From an optimization exercise on the open Yosys and OpenROAD flow, aimed at small area, a short achievable clock period and few clock cycles; shortcuts taken in it are not production practice. Function was not checked in any run shown here: the RTL went through the layout flow alone. Power is estimated from default activity; no workload was simulated.

==> flow/design.v <==
module CHIP (	clk,
				rst_n,
				mem_read_D,
				mem_write_D,
				mem_addr_D,
				mem_wdata_D,
				mem_rdata_D,
				mem_ready_D,
				mem_read_I,
				mem_write_I,
				mem_addr_I,
				mem_wdata_I,
				mem_rdata_I,
				mem_ready_I,
				DCACHE_addr,
				DCACHE_wdata,
				DCACHE_wen
			);
	input			clk, rst_n;
	output			mem_read_D;
	output			mem_write_D;
	output	[31:4]	mem_addr_D;
	output	[127:0]	mem_wdata_D;
	input	[127:0]	mem_rdata_D;
	input			mem_ready_D;
	output			mem_read_I;
	output			mem_write_I;
	output	[31:4]	mem_addr_I;
	output	[127:0]	mem_wdata_I;
	input	[127:0]	mem_rdata_I;
	input			mem_ready_I;
	output	[29:0]	DCACHE_addr;
	output	[31:0]	DCACHE_wdata;
	output			DCACHE_wen;
	integer k;
	function [31:0] bswap;
		input [31:0] w;
		bswap = {w[7:0], w[15:8], w[23:16], w[31:24]};
	endfunction
	function [27:0] pdec;
		input [31:0] w;
		reg [2:0] t;
		begin
			case (w[6:0])
				7'b0110011: t = 3'd0;
				7'b0010011: t = 3'd1;
				7'b0000011: t = 3'd2;
				7'b0100011: t = 3'd3;
				7'b1100011: t = 3'd4;
				7'b1101111: t = 3'd5;
				7'b1100111: t = 3'd6;
				default:    t = 3'd7;
			endcase
			pdec = {w[31:7], t};
		end
	endfunction
	function [27:0] wsel;
		input [111:0] l;
		input [1:0] w;
		case (w)
			2'd0: wsel = l[27:0];
			2'd1: wsel = l[55:28];
			2'd2: wsel = l[83:56];
			default: wsel = l[111:84];
		endcase
	endfunction
	function [31:0] rev32;
		input [31:0] x;
		integer j;
		for (j = 0; j < 32; j = j + 1) rev32[j] = x[31-j];
	endfunction
	reg  [29:0] pc;                  
	reg         id_v;
	reg  [29:0] id_pc;
	reg  [27:0] id_c;
	reg         ex_v;
	reg  [31:0] ex_a, ex_b, ex_imm;
	reg  [29:0] ex_aux;              
	reg  [4:0]  ex_rd;
	reg         ex_wr, ex_ld, ex_st, ex_br, ex_bne, ex_pred, ex_jr, ex_useimm;
	reg         ex_fa_m, ex_fa_w, ex_fb_m, ex_fb_w;
	reg         ex_add, ex_sub, ex_slt, ex_xor, ex_or, ex_and, ex_sll, ex_srl, ex_sra, ex_link;
	reg         mem_v;
	reg  [31:0] mem_res, mem_sd;
	reg  [4:0]  mem_rd;
	reg         mem_wr, mem_ld, mem_st;
	reg         wb_v, wb_st;
	reg  [31:0] wb_data, wb_sd;
	reg  [4:0]  wb_rd;
	reg         wb_wr;
	reg  [31:0] rf [1:31];
	wire mem_stall;
	wire id_stall;
	wire redirect_ex;
	wire [29:0] ex_tgt;
	reg  [111:0] ic_d0 [0:7];
	reg  [111:0] ic_d1 [0:7];
	reg  [24:0]  ic_t0 [0:7];
	reg  [24:0]  ic_t1 [0:7];
	reg  [7:0]   ic_v0, ic_v1, ic_lru;    
	reg          sb_v;
	reg  [27:0]  sb_line;
	reg  [111:0] sb_d;
	reg          i_req, i_busy;
	reg  [27:0]  i_addr;
	wire [27:0] f_line = pc[29:2];
	wire [2:0]  f_set  = pc[4:2];
	wire [24:0] f_tag  = pc[29:5];
	wire [1:0]  f_wd   = pc[1:0];
	wire [111:0] il0 = ic_d0[f_set];
	wire [111:0] il1 = ic_d1[f_set];
	wire ih0 = ic_v0[f_set] & (ic_t0[f_set] == f_tag);
	wire ih1 = ic_v1[f_set] & (ic_t1[f_set] == f_tag);
	wire ihsb = sb_v & (sb_line == f_line);
	wire i_rdy = i_busy & mem_ready_I;
	wire ihby = i_rdy & (i_addr == f_line);
	wire [111:0] i_pd = {pdec(bswap(mem_rdata_I[127:96])), pdec(bswap(mem_rdata_I[95:64])),
	                     pdec(bswap(mem_rdata_I[63:32])),  pdec(bswap(mem_rdata_I[31:0]))};
	wire        f_ok = ih0 | ih1 | ihsb | ihby;
	wire [27:0] f_inst = ih0 ? wsel(il0, f_wd) : ih1 ? wsel(il1, f_wd) :
	                     ihsb ? wsel(sb_d, f_wd) : wsel(i_pd, f_wd);
	wire i_fill = ihsb & ~ih0 & ~ih1;                
	wire [2:0] sb_set = sb_line[2:0];
	wire i_fway = ic_lru[sb_set];
	wire i_free = (~i_req & ~i_busy) | i_rdy;
	wire i_pend = (i_req | i_busy) & (i_addr == f_line);
	wire id_redir_raw;
	wire ex_redir_raw;
	wire want_dem = ~f_ok & ~i_pend & ~id_redir_raw & ~ex_redir_raw;
	wire want_pf  = i_fill | ihby;
	assign mem_read_I  = i_req;
	assign mem_write_I = 1'b0;
	assign mem_addr_I  = i_addr;
	assign mem_wdata_I = 128'd0;
	always @(posedge clk) begin
		if (!rst_n) begin
			i_req  <= 1'b0;
			i_busy <= 1'b0;
			sb_v   <= 1'b0;
			ic_v0  <= 8'd0;
			ic_v1  <= 8'd0;
			ic_lru <= 8'd0;
		end else begin
			i_req <= 1'b0;
			if (i_req) i_busy <= 1'b1;
			else if (i_rdy) i_busy <= 1'b0;
			if (i_free & (want_dem | want_pf)) begin
				i_req  <= 1'b1;
				i_addr <= want_dem ? f_line : f_line + 28'd1;
			end
			if (i_rdy) begin
				sb_v    <= 1'b1;
				sb_line <= i_addr;
				sb_d    <= i_pd;
			end
			if (i_fill) begin
				if (i_fway) begin
					ic_d1[sb_set] <= sb_d;
					ic_t1[sb_set] <= sb_line[27:3];
					ic_v1[sb_set] <= 1'b1;
				end else begin
					ic_d0[sb_set] <= sb_d;
					ic_t0[sb_set] <= sb_line[27:3];
					ic_v0[sb_set] <= 1'b1;
				end
				ic_lru[sb_set] <= ~i_fway;
			end else if (ih0) begin
				ic_lru[f_set] <= 1'b1;
			end else if (ih1) begin
				ic_lru[f_set] <= 1'b0;
			end
		end
	end
	wire [31:0] I = {id_c[27:3], 7'd0};
	wire [2:0]  id_t = id_c[2:0];
	wire isR  = (id_t == 3'd0);
	wire isI  = (id_t == 3'd1);
	wire isL  = (id_t == 3'd2);
	wire isS  = (id_t == 3'd3);
	wire isB  = (id_t == 3'd4);
	wire isJ  = (id_t == 3'd5);
	wire isJR = (id_t == 3'd6);
	wire [4:0] rd  = I[11:7];
	wire [4:0] rs1 = I[19:15];
	wire [4:0] rs2 = I[24:20];
	wire [2:0] f3  = I[14:12];
	wire b30 = I[30];
	wire [31:0] immI = {{20{I[31]}}, I[31:20]};
	wire [31:0] immS = {{20{I[31]}}, I[31:25], I[11:7]};
	wire [29:0] immB = {{19{I[31]}}, I[31], I[7], I[30:25], I[11:9]};       
	wire [29:0] immJ = {{11{I[31]}}, I[31], I[19:12], I[20], I[30:22]};     
	wire use1 = isR | isI | isL | isS | isB | isJR;
	wire use2 = isR | isS | isB;
	wire id_wr = (isR | isI | isL | isJ | isJR) & (rd != 5'd0);
	wire pred_t = isB & I[31];
	wire [29:0] id_tgt = id_pc + (isJ ? immJ : immB);
	wire [29:0] id_pc1 = id_pc + 30'd1;
	assign id_stall = id_v & ex_v & ex_ld & ex_wr &
	                  ((use1 & (ex_rd == rs1)) | (use2 & (ex_rd == rs2)));
	assign id_redir_raw = id_v & (isJ | pred_t);
	wire redirect_id = id_redir_raw & ~id_stall & ~mem_stall & ~redirect_ex;
	wire wb_we = wb_v & wb_wr;
	wire [31:0] rf1 = (rs1 == 5'd0) ? 32'd0 : (wb_we & (wb_rd == rs1)) ? wb_data : rf[rs1];
	wire [31:0] rf2 = (rs2 == 5'd0) ? 32'd0 : (wb_we & (wb_rd == rs2)) ? wb_data : rf[rs2];
	wire fa_m = ex_v & ex_wr & (ex_rd == rs1);
	wire fa_w = mem_v & mem_wr & (mem_rd == rs1);
	wire fb_m = ex_v & ex_wr & (ex_rd == rs2);
	wire fb_w = mem_v & mem_wr & (mem_rd == rs2);
	wire [31:0] A  = ex_fa_m ? mem_res : ex_fa_w ? wb_data : ex_a;
	wire [31:0] R2 = ex_fb_m ? mem_res : ex_fb_w ? wb_data : ex_b;
	wire [31:0] Bop = ex_useimm ? ex_imm : R2;
	wire sub = ex_sub | ex_slt;
	wire [31:0] sum = A + (Bop ^ {32{sub}}) + {31'd0, sub};
	wire slt = (A[31] ^ Bop[31]) ? A[31] : sum[31];
	wire [4:0] shamt = Bop[4:0];
	wire [31:0] shin = ex_sll ? rev32(A) : A;
	wire [32:0] shx = {ex_sra & A[31], shin};
	wire [32:0] shr = $signed(shx) >>> shamt;
	wire [31:0] shres = ex_sll ? rev32(shr[31:0]) : shr[31:0];
	wire [31:0] ex_res = ({32{ex_add | ex_sub}} & sum) |
	                     {31'd0, ex_slt & slt} |
	                     ({32{ex_xor}} & (A ^ Bop)) |
	                     ({32{ex_or}}  & (A | Bop)) |
	                     ({32{ex_and}} & (A & Bop)) |
	                     ({32{ex_sll | ex_srl | ex_sra}} & shres) |
	                     ({32{ex_link}} & {ex_aux, 2'b00});
	wire eq = (A == R2);
	wire taken = ex_bne ? ~eq : eq;
	assign ex_redir_raw = ex_v & ((ex_br & (taken ^ ex_pred)) | ex_jr);
	assign redirect_ex = ex_redir_raw & ~mem_stall;
	assign ex_tgt = ex_jr ? sum[31:2] : ex_aux;
	reg  [127:0] dc_d0 [0:3];
	reg  [127:0] dc_d1 [0:3];
	reg  [25:0]  dc_t0 [0:3];
	reg  [25:0]  dc_t1 [0:3];
	reg  [3:0]   dc_v0, dc_v1, dc_dt0, dc_dt1, dc_lru;
	reg          d_req, d_isw, d_busy, d_rdpend;
	reg  [27:0]  d_addr;
	reg          wbf_v;
	reg  [27:0]  wbf_addr;
	reg  [127:0] wbf_d;
	wire [1:0]  d_set = mem_res[5:4];
	wire [25:0] d_tag = mem_res[31:6];
	wire [1:0]  d_wd  = mem_res[3:2];
	wire [127:0] dl0 = dc_d0[d_set];
	wire [127:0] dl1 = dc_d1[d_set];
	wire dh0 = dc_v0[d_set] & (dc_t0[d_set] == d_tag);
	wire dh1 = dc_v1[d_set] & (dc_t1[d_set] == d_tag);
	wire dacc = mem_v & (mem_ld | mem_st);
	assign mem_stall = dacc & ~dh0 & ~dh1;
	wire [31:0]  dw0 = dl0[d_wd*32 +: 32];
	wire [31:0]  dw1 = dl1[d_wd*32 +: 32];
	wire [31:0]  ld_word = bswap(dh0 ? dw0 : dw1);
	wire d_rdy  = d_busy & mem_ready_D;
	wire d_free = (~d_req & ~d_busy) | d_rdy;
	wire wbf_busy = wbf_v & ~(d_rdy & d_isw);
	wire d_vw = dc_lru[d_set];
	wire d_vdirty = d_vw ? (dc_v1[d_set] & dc_dt1[d_set]) : (dc_v0[d_set] & dc_dt0[d_set]);
	wire d_issue_rd = mem_stall & ~d_rdpend & d_free & ~wbf_busy;
	wire d_fill = d_rdy & ~d_isw;
	wire [1:0] f_dset = d_addr[1:0];
	wire f_dway = dc_lru[f_dset];
	assign mem_read_D  = d_req & ~d_isw;
	assign mem_write_D = d_req & d_isw;
	assign mem_addr_D  = d_addr;
	assign mem_wdata_D = wbf_d;
	wire [31:0] st_word = bswap(mem_sd);
	wire st_hit = mem_v & mem_st & (dh0 | dh1);
	always @(posedge clk) begin
		if (!rst_n) begin
			d_req    <= 1'b0;
			d_busy   <= 1'b0;
			d_rdpend <= 1'b0;
			wbf_v    <= 1'b0;
			dc_v0    <= 4'd0;
			dc_v1    <= 4'd0;
			dc_lru   <= 4'd0;
		end else begin
			d_req <= 1'b0;
			if (d_req) d_busy <= 1'b1;
			else if (d_rdy) d_busy <= 1'b0;
			if (d_rdy & d_isw) wbf_v <= 1'b0;
			if (d_issue_rd) begin
				d_req    <= 1'b1;
				d_isw    <= 1'b0;
				d_addr   <= mem_res[31:4];
				d_rdpend <= 1'b1;
				if (d_vdirty) begin
					wbf_v    <= 1'b1;
					wbf_d    <= d_vw ? dl1 : dl0;
					wbf_addr <= {d_vw ? dc_t1[d_set] : dc_t0[d_set], d_set};
				end
			end else if (d_free & wbf_v & ~(d_rdy & d_isw)) begin
				d_req  <= 1'b1;
				d_isw  <= 1'b1;
				d_addr <= wbf_addr;
			end
			if (d_fill) begin
				d_rdpend <= 1'b0;
				if (f_dway) begin
					dc_d1[f_dset] <= mem_rdata_D;
					dc_t1[f_dset] <= d_addr[27:2];
					dc_v1[f_dset] <= 1'b1;
					dc_dt1[f_dset] <= 1'b0;
				end else begin
					dc_d0[f_dset] <= mem_rdata_D;
					dc_t0[f_dset] <= d_addr[27:2];
					dc_v0[f_dset] <= 1'b1;
					dc_dt0[f_dset] <= 1'b0;
				end
			end
			if (st_hit) begin
				if (dh0) begin
					dc_d0[d_set][d_wd*32 +: 32] <= st_word;
					dc_dt0[d_set] <= 1'b1;
				end else begin
					dc_d1[d_set][d_wd*32 +: 32] <= st_word;
					dc_dt1[d_set] <= 1'b1;
				end
			end
			if (dacc & (dh0 | dh1)) dc_lru[d_set] <= dh0;
		end
	end
	wire adv_id = ~mem_stall & ~id_stall;
	always @(posedge clk) begin
		if (!rst_n) begin
			pc    <= 30'd1;
			id_v  <= 1'b0;
			ex_v  <= 1'b0;
			mem_v <= 1'b0;
			wb_v  <= 1'b0;
			wb_st <= 1'b0;
		end else begin
			if (redirect_ex) pc <= ex_tgt;
			else if (adv_id) begin
				if (redirect_id) pc <= id_tgt;
				else if (f_ok) pc <= pc + 30'd1;
			end
			if (redirect_ex) id_v <= 1'b0;
			else if (adv_id) begin
				id_v  <= f_ok & ~redirect_id;
				id_c  <= f_inst;
				id_pc <= pc;
			end
			if (~mem_stall) begin
				ex_v    <= id_v & ~id_stall & ~redirect_ex;
				ex_a    <= rf1;
				ex_b    <= rf2;
				ex_imm  <= isS ? immS : immI;
				ex_aux  <= (isB & ~pred_t) ? id_tgt : id_pc1;
				ex_rd   <= rd;
				ex_wr   <= id_wr;
				ex_ld   <= isL;
				ex_st   <= isS;
				ex_br   <= isB;
				ex_bne  <= f3[0];
				ex_pred <= pred_t;
				ex_jr   <= isJR;
				ex_useimm <= isI | isL | isS | isJR;
				ex_fa_m <= fa_m;
				ex_fa_w <= fa_w;
				ex_fb_m <= fb_m;
				ex_fb_w <= fb_w;
				ex_add  <= ((isR & ~b30 | isI) & (f3 == 3'd0)) | isL | isS;
				ex_sub  <= isR & b30 & (f3 == 3'd0);
				ex_slt  <= (isR | isI) & (f3 == 3'd2);
				ex_xor  <= (isR | isI) & (f3 == 3'd4);
				ex_or   <= (isR | isI) & (f3 == 3'd6);
				ex_and  <= (isR | isI) & (f3 == 3'd7);
				ex_sll  <= (isR | isI) & (f3 == 3'd1);
				ex_srl  <= (isR | isI) & (f3 == 3'd5) & ~b30;
				ex_sra  <= (isR | isI) & (f3 == 3'd5) & b30;
				ex_link <= isJ | isJR;
			end else begin
				ex_a    <= A;
				ex_b    <= R2;
				ex_fa_m <= 1'b0;
				ex_fa_w <= 1'b0;
				ex_fb_m <= 1'b0;
				ex_fb_w <= 1'b0;
			end
			if (~mem_stall) begin
				mem_v   <= ex_v;
				mem_res <= ex_res;
				mem_sd  <= R2;
				mem_rd  <= ex_rd;
				mem_wr  <= ex_wr;
				mem_ld  <= ex_ld;
				mem_st  <= ex_st;
			end
			wb_v  <= mem_v & ~mem_stall;
			wb_st <= mem_v & mem_st & ~mem_stall;
		end
		wb_data <= mem_ld ? ld_word : mem_res;
		wb_sd   <= st_word;
		wb_rd   <= mem_rd;
		wb_wr   <= mem_wr;
		if (wb_we) rf[wb_rd] <= wb_data;
	end
	assign DCACHE_wen   = wb_st;
	assign DCACHE_addr  = wb_data[31:2];
	assign DCACHE_wdata = wb_sd;
endmodule
==> flow/run.sh <==
#!/bin/bash
# synth_recipe.tcl (not shown) runs the flow's synth.tcl, then flattens the netlist and writes it again
# the make line also repeats each setting of config.mk as NAME=value (left out here)
make -C /OpenROAD-flow-scripts/flow DESIGN_CONFIG=/design/flow/config.mk WORK_HOME=/design/flow/orfs CLKGATE_MAP_FILE= SYNTH_SCRIPT=/design/flow/synth_recipe.tcl finish
==> flow/config.mk <==
export PLATFORM = sky130hd
export DESIGN_NAME = CHIP
export DESIGN_NICKNAME = CHIP
export VERILOG_FILES = /design/flow/design.v
export SDC_FILE = /design/flow/constraint.sdc
export NUM_CORES = 8
export LEC_CHECK = 0
export CAP_MARGIN = 20
export CORE_MARGIN = 2
export CORE_UTILIZATION = 40
export SLEW_MARGIN = 20
==> flow/constraint.sdc <==
create_clock -name core_clock -period 11.0 [get_ports {clk}]
set_input_delay 2.2000 -clock core_clock [delete_from_list [all_inputs] [get_ports {clk}]]
set_output_delay 2.2000 -clock core_clock [all_outputs]
set_load 0.01 [all_outputs]
==> impl_metrics.prom, run 1 <==
# TYPE chip_impl_metric gauge
chip_impl_info{name="status",value="timing/DRC/antenna clean"} 1
chip_impl_metric{name="rows",unit=""} 281
chip_impl_metric{name="finalCritPeriodShare",unit=""} 0.644
chip_impl_metric{name="clock_latency_on_the_worst_skew_pair",unit="ps"} 1100
chip_impl_info{name="startpoint_type",value="flop"} 1
chip_impl_metric{name="ioPinCount",unit=""} 639
chip_impl_metric{name="grt_start_max_net_pins",unit=""} 128
chip_impl_metric{name="detail_route.wirelength",unit="um"} 722000
chip_impl_metric{name="cts_buffers",unit=""} 564
chip_impl_metric{name="cts_sink_count",unit=""} 5203
chip_impl_metric{name="starting_density",unit=""} 0.401
chip_impl_info{name="critical_path_class",value="flop to flop"} 1
chip_impl_metric{name="fillCellCount",unit=""} 50100
chip_impl_metric{name="final_hold_viol_count",unit=""} 0
chip_impl_metric{name="routedWlPerCell",unit="um"} 31.2
chip_impl_info{name="top_flip_flop_cell_by_instance_count_after_synthesis",value="sky130_fd_sc_hd__edfxtp_1"} 1
chip_impl_info{name="timing.critical_path.slowest_stage_cell",value="sky130_fd_sc_hd__nor2_4"} 1
chip_impl_metric{name="yosys_warnings",unit=""} 1
chip_impl_metric{name="ir_drop",unit="mV"} 0.204
chip_impl_metric{name="core-area",unit="um^2"} 585000
chip_impl_info{name="layout_commonest_cell",value="sky130_fd_sc_hd__edfxtp_1"} 1
chip_impl_metric{name="critPathArrivalTime",unit="ps"} 7720
chip_impl_metric{name="num_vias",unit=""} 137000
chip_impl_metric{name="max_cap_violations",unit=""} 0
chip_impl_metric{name="syn_area_per_cell",unit="um^2"} 16.1
chip_impl_metric{name="fp.dieH",unit="um"} 769
chip_impl_metric{name="required",unit="ps"} 11640
chip_impl_metric{name="place_inst",unit=""} 22000
chip_impl_metric{name="finalPower",unit="mW"} 47.7
chip_impl_metric{name="max_freq",unit="MHz"} 141
chip_impl_metric{name="cts.repair.resized",unit=""} 0
chip_impl_metric{name="cts_setup_buffers",unit=""} 0
chip_impl_info{name="rsz_0062_raised_after_global_routing",value="no"} 1
chip_impl_metric{name="groute.usage.overall",unit=""} 0.237
chip_impl_metric{name="post_dr_vias_cell",unit=""} 5.94
chip_impl_info{name="cts.root.buffer_cell",value="sky130_fd_sc_hd__clkbuf_16"} 1
chip_impl_metric{name="tightest_slew",unit="ps"} 1300
chip_impl_metric{name="number_of_buffer_and_inverter_instances_along_the_worst_setup_path",unit=""} 3
chip_impl_metric{name="layoutNonFillerInstCount",unit=""} 23100
chip_impl_metric{name="chipWidth",unit="um"} 769
chip_impl_metric{name="worst_setup_hold_path_clk_slew",unit="ps"} 60
chip_impl_metric{name="cts_max_path_buffers",unit=""} 4
chip_impl_info{name="critical_path.top_delay_family",value="simple AND/OR/NAND/NOR gates"} 1
chip_impl_metric{name="place_hpwl",unit="um"} 441000
chip_impl_metric{name="grt_first_pass_wirelength",unit="um"} 1010000
chip_impl_info{name="path_common_cell",value="sky130_fd_sc_hd__buf_12"} 1
chip_impl_metric{name="drt-pass1-iter-count",unit=""} 8
chip_impl_info{name="ordered_list_of_cells_on_the_worst_path",value="buf_12 -> mux4_2 -> mux2i_1 -> xnor2_1 -> nor4_1 -> nand4_1 -> a2111o_2 -> buf_4 -> nor2b_1 -> nand2_1 -> nor2_1 -> nand3_1 -> nor2_4 -> buf_12"} 1
chip_impl_metric{name="fp.dieArea",unit="um^2"} 592000
chip_impl_metric{name="area_growth_syn_to_fin",unit="%"} 13.7
chip_impl_info{name="mostFrequentLayoutCells",value="sky130_fd_sc_hd__edfxtp_1 (5040), sky130_fd_sc_hd__nand2_1 (1576), sky130_fd_sc_hd__mux4_2 (1504)"} 1
chip_impl_metric{name="htreeDepth",unit=""} 6
chip_impl_metric{name="finalWorstSetupSlack",unit="ps"} 3920
chip_impl_metric{name="vias_in_the_first_global_route",unit=""} 133000
chip_impl_metric{name="synth.ff_latch_count",unit=""} 5203
chip_impl_metric{name="ant_nets",unit=""} 0
chip_impl_metric{name="minimum_period_implied_by_the_final_worst_setup_slack",unit="ps"} 7080
chip_impl_metric{name="crit_path_max_fanout",unit=""} 126
chip_impl_metric{name="setup_tns",unit="ps"} 0
chip_impl_metric{name="setup_viol",unit=""} 0
chip_impl_metric{name="drtIter0Drc",unit=""} 18200
chip_impl_metric{name="power_per_cell_area",unit="nW/um^2"} 179
chip_impl_info{name="cts_tree",value="built"} 1
chip_impl_metric{name="port_bufs",unit=""} 509
chip_impl_metric{name="gp_congestion",unit=""} 0.926
chip_impl_metric{name="drive_above_1_share",unit=""} 0.215
chip_impl_metric{name="cts_hold_buf",unit=""} 0
chip_impl_metric{name="place_ws",unit="ps"} 4010
chip_impl_metric{name="fin_skew",unit="ps"} 87.3
chip_impl_info{name="worstHoldPathType",value="flop to flop"} 1
chip_impl_metric{name="stdcell_area",unit="um^2"} 266000
chip_impl_metric{name="report.final.slew_viol_count",unit=""} 0
chip_impl_metric{name="cellLeakagePower",unit="nW"} 86.8
chip_impl_metric{name="timing.hold.ws",unit="ps"} 387
chip_impl_metric{name="place_area",unit="um^2"} 248000
chip_impl_metric{name="syn_area",unit="um^2"} 234000
chip_impl_metric{name="count_of_flip_flops_with_a_built_in_enable_after_synthesis",unit=""} 5040
chip_impl_metric{name="number_of_instances_in_the_synthesized_netlist",unit=""} 14500
chip_impl_metric{name="fin_util",unit=""} 0.456
chip_impl_metric{name="async_flop_share",unit=""} 0
chip_impl_metric{name="timing.max_slew.rel_slack",unit=""} 0.111
chip_impl_metric{name="global_route.overflow_total",unit=""} 0
chip_impl_metric{name="grt_antenna_before_repair",unit=""} 102
chip_impl_metric{name="slowest_delay",unit="ps"} 890
chip_impl_metric{name="ys_seq_area_frac",unit=""} 0.660
chip_impl_metric{name="yosys.cell_types.count",unit=""} 95
chip_impl_metric{name="detail_route.drc_violations",unit=""} 0
chip_impl_info{name="critical_path_endpoint_category",value="flop"} 1
chip_impl_metric{name="final_net_count",unit=""} 15200
-- where the power goes --
part / switching, mW / internal [mW] / total (mW)
Combinational: 4.07 / 2.29 / 6.36
Sequential: 0.446 / 22.2 / 22.6
Clock: 8.00 / 10.8 / 18.8
-- cell type report --
type / count / area [um^2] / share of cell area
diodes: 42 / 105 / 0.000394
flip-flops and latches: 5203 / 155000 / 0.581
multi-input cells: 7930 / 74500 / 0.280
clock inverters: 301 / 2880 / 0.0108
repair buffers: 907 / 8510 / 0.0319
clock buffers: 705 / 15200 / 0.0570
inverters: 228 / 858 / 0.00322
well taps: 7782 / 9740 / 0.0365
-- layer usage --
metal,GRT usage,share of wire,up-vias
li1,-,-,57800
met1,0.328,0.40,71100
met2,0.370,0.46,7053
met3,0.0467,0.096,1188
met4,0.0913,0.043,16
met5,0,0.00014,-
-- logic make-up (layout without fill, tap and decap cells) --
family | count (synthesis) | after routing | synth area share
other | 1 | 171 | 0.0000160
XOR/XNOR | 381 | 381 | 0.0142
flip-flops | 5203 | 5203 | 0.660
AO/OA/AOI/OAI | 2278 | 2278 | 0.0575
adder cells (fa/ha/maj) | 142 | 142 | 0.00764
buffers and inverters | 1512 | 2141 | 0.0278
AND/OR/NAND/NOR | 2533 | 2533 | 0.0452
multiplexers | 2467 | 2467 | 0.188
-- synthesized netlist by cell type (13+ instances only) --
master,n,area share
sky130_fd_sc_hd__a2111oi_0,13,0.00049
sky130_fd_sc_hd__a211oi_1,105,0.0034
sky130_fd_sc_hd__a21o_1,47,0.0015
sky130_fd_sc_hd__a21oi_1,368,0.0079
sky130_fd_sc_hd__a221o_1,16,0.00068
sky130_fd_sc_hd__a221oi_1,17,0.00064
sky130_fd_sc_hd__a222oi_1,112,0.0048
sky130_fd_sc_hd__a22oi_1,53,0.0017
sky130_fd_sc_hd__a31oi_1,38,0.0010
sky130_fd_sc_hd__and2_1,19,0.00051
sky130_fd_sc_hd__and3_1,37,0.00099
sky130_fd_sc_hd__buf_1,331,0.0053
sky130_fd_sc_hd__buf_2,100,0.0021
sky130_fd_sc_hd__buf_4,173,0.0055
sky130_fd_sc_hd__clkbuf_1,670,0.011
sky130_fd_sc_hd__dfxtp_1,163,0.014
sky130_fd_sc_hd__edfxtp_1,5040,0.65
sky130_fd_sc_hd__ha_1,140,0.0075
sky130_fd_sc_hd__inv_1,223,0.0036
sky130_fd_sc_hd__mux2_2,410,0.020
sky130_fd_sc_hd__mux2i_1,552,0.024
sky130_fd_sc_hd__mux4_2,1505,0.14
sky130_fd_sc_hd__nand2_1,1628,0.026
sky130_fd_sc_hd__nand2b_1,21,0.00056
sky130_fd_sc_hd__nand3_1,99,0.0021
sky130_fd_sc_hd__nand4_1,73,0.0019
sky130_fd_sc_hd__nor2_1,465,0.0074
sky130_fd_sc_hd__nor2b_1,21,0.00056
sky130_fd_sc_hd__nor3_1,52,0.0011
sky130_fd_sc_hd__nor4_1,31,0.00083
sky130_fd_sc_hd__o2111ai_1,19,0.00071
sky130_fd_sc_hd__o211ai_1,36,0.0012
sky130_fd_sc_hd__o21a_1,46,0.0015
sky130_fd_sc_hd__o21ai_0,1218,0.026
sky130_fd_sc_hd__o22ai_1,78,0.0021
sky130_fd_sc_hd__o31ai_1,13,0.00042
sky130_fd_sc_hd__or3_1,13,0.00035
sky130_fd_sc_hd__xnor2_1,240,0.0090
sky130_fd_sc_hd__xor2_1,141,0.0053
-- path summary, 6_finish.rpt --
kind	startpoint	end	slack, ps	cells past startpoint
setup / recovery	flop	ic_d0[7][20]	3920	14
hold / removal	mem_wr	wb_wr	390	0
setup reg to reg	flop	ic_d0[7][20]	3920	14
hold reg to reg	mem_wr	wb_wr	390	0
-- state kept, by name (all words and copies together) (netlist names), 104 cells and up, named ones only --
| signal | cells |
|---|---|
| ic_d0 | 896 |
| rf | 992 |
| dc_t1 | 104 |
| ic_t0 | 200 |
| ic_t1 | 200 |
| ic_d1 | 896 |
| sb_d | 112 |
| wbf_d | 128 |
| dc_t0 | 104 |
| dc_d0 | 512 |
| dc_d1 | 512 |
==> run 2: changes to the inputs <==
--- a/flow/config.mk
+++ b/flow/config.mk
@@ -6,6 +6,8 @@
 export NUM_CORES = 8
 export LEC_CHECK = 0
+export ABC_CLOCK_PERIOD_IN_PS = 4000
 export CAP_MARGIN = 20
 export CORE_MARGIN = 2
 export CORE_UTILIZATION = 40
+export SETUP_SLACK_MARGIN = 5
 export SLEW_MARGIN = 20
==> impl_metrics.prom, run 2 <==
# TYPE chip_impl_metric gauge
chip_impl_metric{name="number_of_instances_in_the_synthesized_netlist",unit=""} 14500
chip_impl_metric{name="num_vias",unit=""} 138000
chip_impl_metric{name="tightest_slew",unit="ps"} 1260
chip_impl_metric{name="minimum_period_implied_by_the_final_worst_setup_slack",unit="ps"} 6040
chip_impl_info{name="critical_path_endpoint_category",value="flop"} 1
chip_impl_metric{name="timing.max_slew.rel_slack",unit=""} 0.160
chip_impl_metric{name="detail_route.drc_violations",unit=""} 0
chip_impl_metric{name="vias_in_the_first_global_route",unit=""} 133000
chip_impl_metric{name="grt_first_pass_wirelength",unit="um"} 1020000
chip_impl_metric{name="fp.dieArea",unit="um^2"} 592000
chip_impl_metric{name="finalCritPeriodShare",unit=""} 0.549
chip_impl_metric{name="fp.dieH",unit="um"} 769
chip_impl_info{name="yosys.cell_count.top_type",value="sky130_fd_sc_hd__edfxtp_1"} 1
chip_impl_metric{name="fillCellCount",unit=""} 50100
chip_impl_metric{name="syn_area",unit="um^2"} 234000
chip_impl_metric{name="drtIter0Drc",unit=""} 19300
chip_impl_metric{name="count_of_flip_flops_with_a_built_in_enable_after_synthesis",unit=""} 5040
chip_impl_metric{name="cts_sink_count",unit=""} 5203
chip_impl_metric{name="synthDominantCellAreaShare",unit=""} 0.646
chip_impl_metric{name="htreeDepth",unit=""} 6
chip_impl_metric{name="global_route.overflow_total",unit=""} 0
chip_impl_metric{name="starting_density",unit=""} 0.401
chip_impl_metric{name="syn_area_per_cell",unit="um^2"} 16.1
chip_impl_metric{name="yosys_warnings",unit=""} 1
chip_impl_metric{name="power.share.clock",unit=""} 0.387
chip_impl_metric{name="cellLeakagePower",unit="nW"} 86.9
chip_impl_metric{name="report.final.slew_viol_count",unit=""} 0
chip_impl_metric{name="rows",unit=""} 281
chip_impl_info{name="synth_largest_area_cell",value="sky130_fd_sc_hd__edfxtp_1"} 1
chip_impl_metric{name="worst_setup_hold_path_clk_slew",unit="ps"} 60
chip_impl_info{name="ordered_list_of_cells_on_the_worst_path",value="buf_6 -> mux4_2 -> xnor2_1 -> o2111ai_1 -> nor3_1 -> nor4b_4 -> buf_12 -> o21bai_2 -> or2_4 -> nor3_2 -> buf_4 -> nand2_2 -> nor2_4 -> buf_16"} 1
chip_impl_metric{name="async_flop_share",unit=""} 0
chip_impl_metric{name="port_bufs",unit=""} 509
chip_impl_info{name="cts.root.buffer_cell",value="sky130_fd_sc_hd__clkbuf_16"} 1
chip_impl_metric{name="max_freq",unit="MHz"} 166
chip_impl_metric{name="setup_tns",unit="ps"} 0
chip_impl_metric{name="critPathArrivalTime",unit="ps"} 6560
chip_impl_metric{name="final_hold_viol_count",unit=""} 0
chip_impl_metric{name="setup_viol",unit=""} 0
chip_impl_metric{name="combinational_fraction_of_design_power",unit=""} 0.137
chip_impl_metric{name="drive_above_1_share",unit=""} 0.215
chip_impl_info{name="startpoint_type",value="flop"} 1
chip_impl_metric{name="cts_max_path_buffers",unit=""} 4
chip_impl_metric{name="power_per_cell_area",unit="nW/um^2"} 178
chip_impl_metric{name="largest_register_ff_count",unit=""} 992
chip_impl_metric{name="layoutNonFillerInstCount",unit=""} 23100
chip_impl_info{name="status",value="timing/DRC/antenna clean"} 1
chip_impl_metric{name="routedWlPerCell",unit="um"} 31.4
chip_impl_metric{name="detail_route.wirelength",unit="um"} 725000
chip_impl_metric{name="ir_drop",unit="mV"} 0.173
chip_impl_metric{name="chipWidth",unit="um"} 769
chip_impl_metric{name="power.share.sequential",unit=""} 0.476
chip_impl_metric{name="place_inst",unit=""} 22000
chip_impl_info{name="top_register",value="rf"} 1
chip_impl_metric{name="synth.ff_latch_count",unit=""} 5203
chip_impl_metric{name="internal_power",unit="mW"} 34.9
chip_impl_metric{name="place_hpwl",unit="um"} 447000
chip_impl_metric{name="grt_antenna_before_repair",unit=""} 88
chip_impl_metric{name="core-area",unit="um^2"} 585000
chip_impl_info{name="cts_tree",value="built"} 1
chip_impl_metric{name="post_dr_vias_cell",unit=""} 5.99
chip_impl_metric{name="slowest_delay",unit="ps"} 580
chip_impl_info{name="rsz_0062_raised_after_global_routing",value="no"} 1
chip_impl_metric{name="final_net_count",unit=""} 15200
chip_impl_info{name="critical_path_class",value="flop to flop"} 1
chip_impl_metric{name="ys_seq_area_frac",unit=""} 0.660
chip_impl_metric{name="ant_nets",unit=""} 0
chip_impl_metric{name="groute.usage.overall",unit=""} 0.238
chip_impl_info{name="ys_top_cells_by_count",value="sky130_fd_sc_hd__edfxtp_1 (5040), sky130_fd_sc_hd__nand2_1 (1628), sky130_fd_sc_hd__mux4_2 (1505)"} 1
chip_impl_metric{name="cts_buffers",unit=""} 552
chip_impl_metric{name="gp_congestion",unit=""} 0.935
chip_impl_info{name="netlist_top_cells_area",value="sky130_fd_sc_hd__edfxtp_1 (65%), sky130_fd_sc_hd__mux4_2 (14%), sky130_fd_sc_hd__nand2_1 (2.6%)"} 1
chip_impl_metric{name="ioPinCount",unit=""} 639
chip_impl_metric{name="switchingPower",unit="mW"} 12.6
chip_impl_metric{name="area_growth_syn_to_fin",unit="%"} 13.9
chip_impl_metric{name="fin_skew",unit="ps"} 50.0
chip_impl_metric{name="drt-pass1-iter-count",unit=""} 7
chip_impl_info{name="layout_commonest_cell",value="sky130_fd_sc_hd__edfxtp_1"} 1
chip_impl_metric{name="crit_path_max_fanout",unit=""} 136
chip_impl_metric{name="sw_frac_of_total",unit=""} 0.265
chip_impl_metric{name="required",unit="ps"} 11520
chip_impl_info{name="reg_top3",value="rf (992), ic_d0 (896), ic_d1 (896)"} 1
chip_impl_metric{name="cts_hold_buf",unit=""} 0
chip_impl_metric{name="grt_start_max_net_pins",unit=""} 137
chip_impl_metric{name="seqCellArea",unit="um^2"} 155000
chip_impl_metric{name="yosys.cell_types.count",unit=""} 95
chip_impl_info{name="mostFrequentLayoutCells",value="sky130_fd_sc_hd__edfxtp_1 (5040), sky130_fd_sc_hd__nand2_1 (1572), sky130_fd_sc_hd__mux4_2 (1504)"} 1
chip_impl_metric{name="clock_latency_on_the_worst_skew_pair",unit="ps"} 1070
chip_impl_info{name="timing.critical_path.slowest_stage_cell",value="sky130_fd_sc_hd__mux4_2"} 1
chip_impl_metric{name="multi_input_area",unit="um^2"} 74800
chip_impl_info{name="worstHoldPathType",value="flop to flop"} 1
chip_impl_metric{name="max_cap_violations",unit=""} 0
chip_impl_metric{name="fin_util",unit=""} 0.457
chip_impl_info{name="top_flip_flop_cell_by_instance_count_after_synthesis",value="sky130_fd_sc_hd__edfxtp_1"} 1
==> run 2: final cells by class <==
type | instances | share of cell area
Antenna cell | 59 | 0.000553
Clock buffer | 730 | 0.0556
Clock inverter | 254 | 0.0102
Inverter | 228 | 0.00321
Multi-Input combinational cell | 7936 | 0.280
Sequential cell | 5203 | 0.579
Tap cell | 7782 | 0.0365
Timing Repair Buffer | 921 | 0.0345
==> run 2: final timing paths <==
kind	endpoint	start	slack, ps	depth (start not counted)
max	wbf_d[107]	flop	4960	14
max reg2reg	wbf_d[107]	flop	4960	14
min	wb_wr	mem_wr	410	0
min reg2reg	wb_wr	mem_wr	410	0
==> run 2: kinds of logic (layout without fill, tap and decap cells) <==
| family | count (synthesis) | count (layout) | synth area share |
|---|---|---|---|
| compound gates | 2278 | 2278 | 0.0575 |
| mux | 2467 | 2467 | 0.188 |
| fa+ha+maj | 142 | 142 | 0.00764 |
| simple gates | 2533 | 2539 | 0.0452 |
| flops | 5203 | 5203 | 0.660 |
| xor+xnor | 381 | 381 | 0.0142 |
| buf+inv | 1512 | 2133 | 0.0278 |
| other cells | 1 | 188 | 0.0000160 |
==> run 2: per-layer routing <==
metal	routed length, um	up-vias	part of all wire	GRT usage
li1	-	57900	-	-
met1	288000	71600	0.40	0.334
met2	335000	7559	0.46	0.370
met3	69600	1262	0.096	0.0425
met4	32100	18	0.044	0.0960
met5	111	-	0.00015	0
==> run 2: metrics by stage <==
step           worst slack, ps  hold slack (ps)  area, um^2  total power [mW]
2_1_floorplan             3940              349      235000              26.4
3_3_place_gp              3790              399      248000              29.2
3_5_place_dp              3920              401      248000              29.3
4_1_cts                   5010              397      267000              47.5
5_1_grt                   5000              405      267000              48.7
6_report                  4960              412      267000              47.5
==> run 2: power by group through the flow <==
| stage | combinational [mW] | clock, mW | sequential, mW |
|---|---|---|---|
| CTS | 6.31 | 18.6 | 22.6 |
| finish | 6.48 | 18.4 | 22.6 |
| global placement | 6.22 | 0 | 23.0 |
| detailed placement | 6.25 | 0 | 23.0 |
| floorplan | 3.59 | 0 | 22.8 |
| global route | 6.72 | 19.3 | 22.6 |
==> run 2: timing repair <==
| item | in CTS | in global routing |
|---|---|---|
| gates resized for setup | 60 | 25 |
| endpoints found under the hold margin | 0 | 0 |
| endpoints found under the setup margin | 3373 | 1124 |
| buffers inserted | 13 | 7 |
| pin swaps | 9 | 2 |
| gates cloned | 13 | 0 |
==> run 2: worst max-delay path, delay by kind of cell, from the launching register on <==
kind	cells	cell delay (ps)
buf+inv	4	1270
mux	1	580
xor+xnor	1	250
flops	1	570
simple gates	6	1710
compound gates	2	580

==> what the ideal ports hide <==
The flow's constraints put no driver on any port. The routed layouts listed below were extracted and timed again, unchanged, in two steps. Step 1 (the two cells are an assumption about what drives the block):
set clk [get_ports {clk}]
set_driving_cell -lib_cell sky130_fd_sc_hd__clkbuf_16 $clk
set_driving_cell -lib_cell sky130_fd_sc_hd__buf_2 [delete_from_list [all_inputs] $clk]
Step 2 adds t to the input delays and takes it off the output delays; t is the mean of the earliest and latest rising clock arrival at the registers after step 1. Input paths then give back, and output paths get back, about the clock's delay inside the block. Three values: no drivers, after step 1, after step 2; two values: the first two.
| run | t, ns | setup WS [ns] | worst hold slack (ns) |
|---|---|---|---|
| run 1 | 1.183 | 3.919 / 3.919 / 3.919 | 0.387 / 0.387 / 0.387 |
| run 2 | 1.167 | 4.965 / 4.965 / 4.892 | 0.412 / 0.412 / 0.412 |
After both steps setup and hold are still met in every run listed. The setup slack of run 2, which loses most, moves by 0.000 ns with the drivers and by -0.073 ns with both steps.
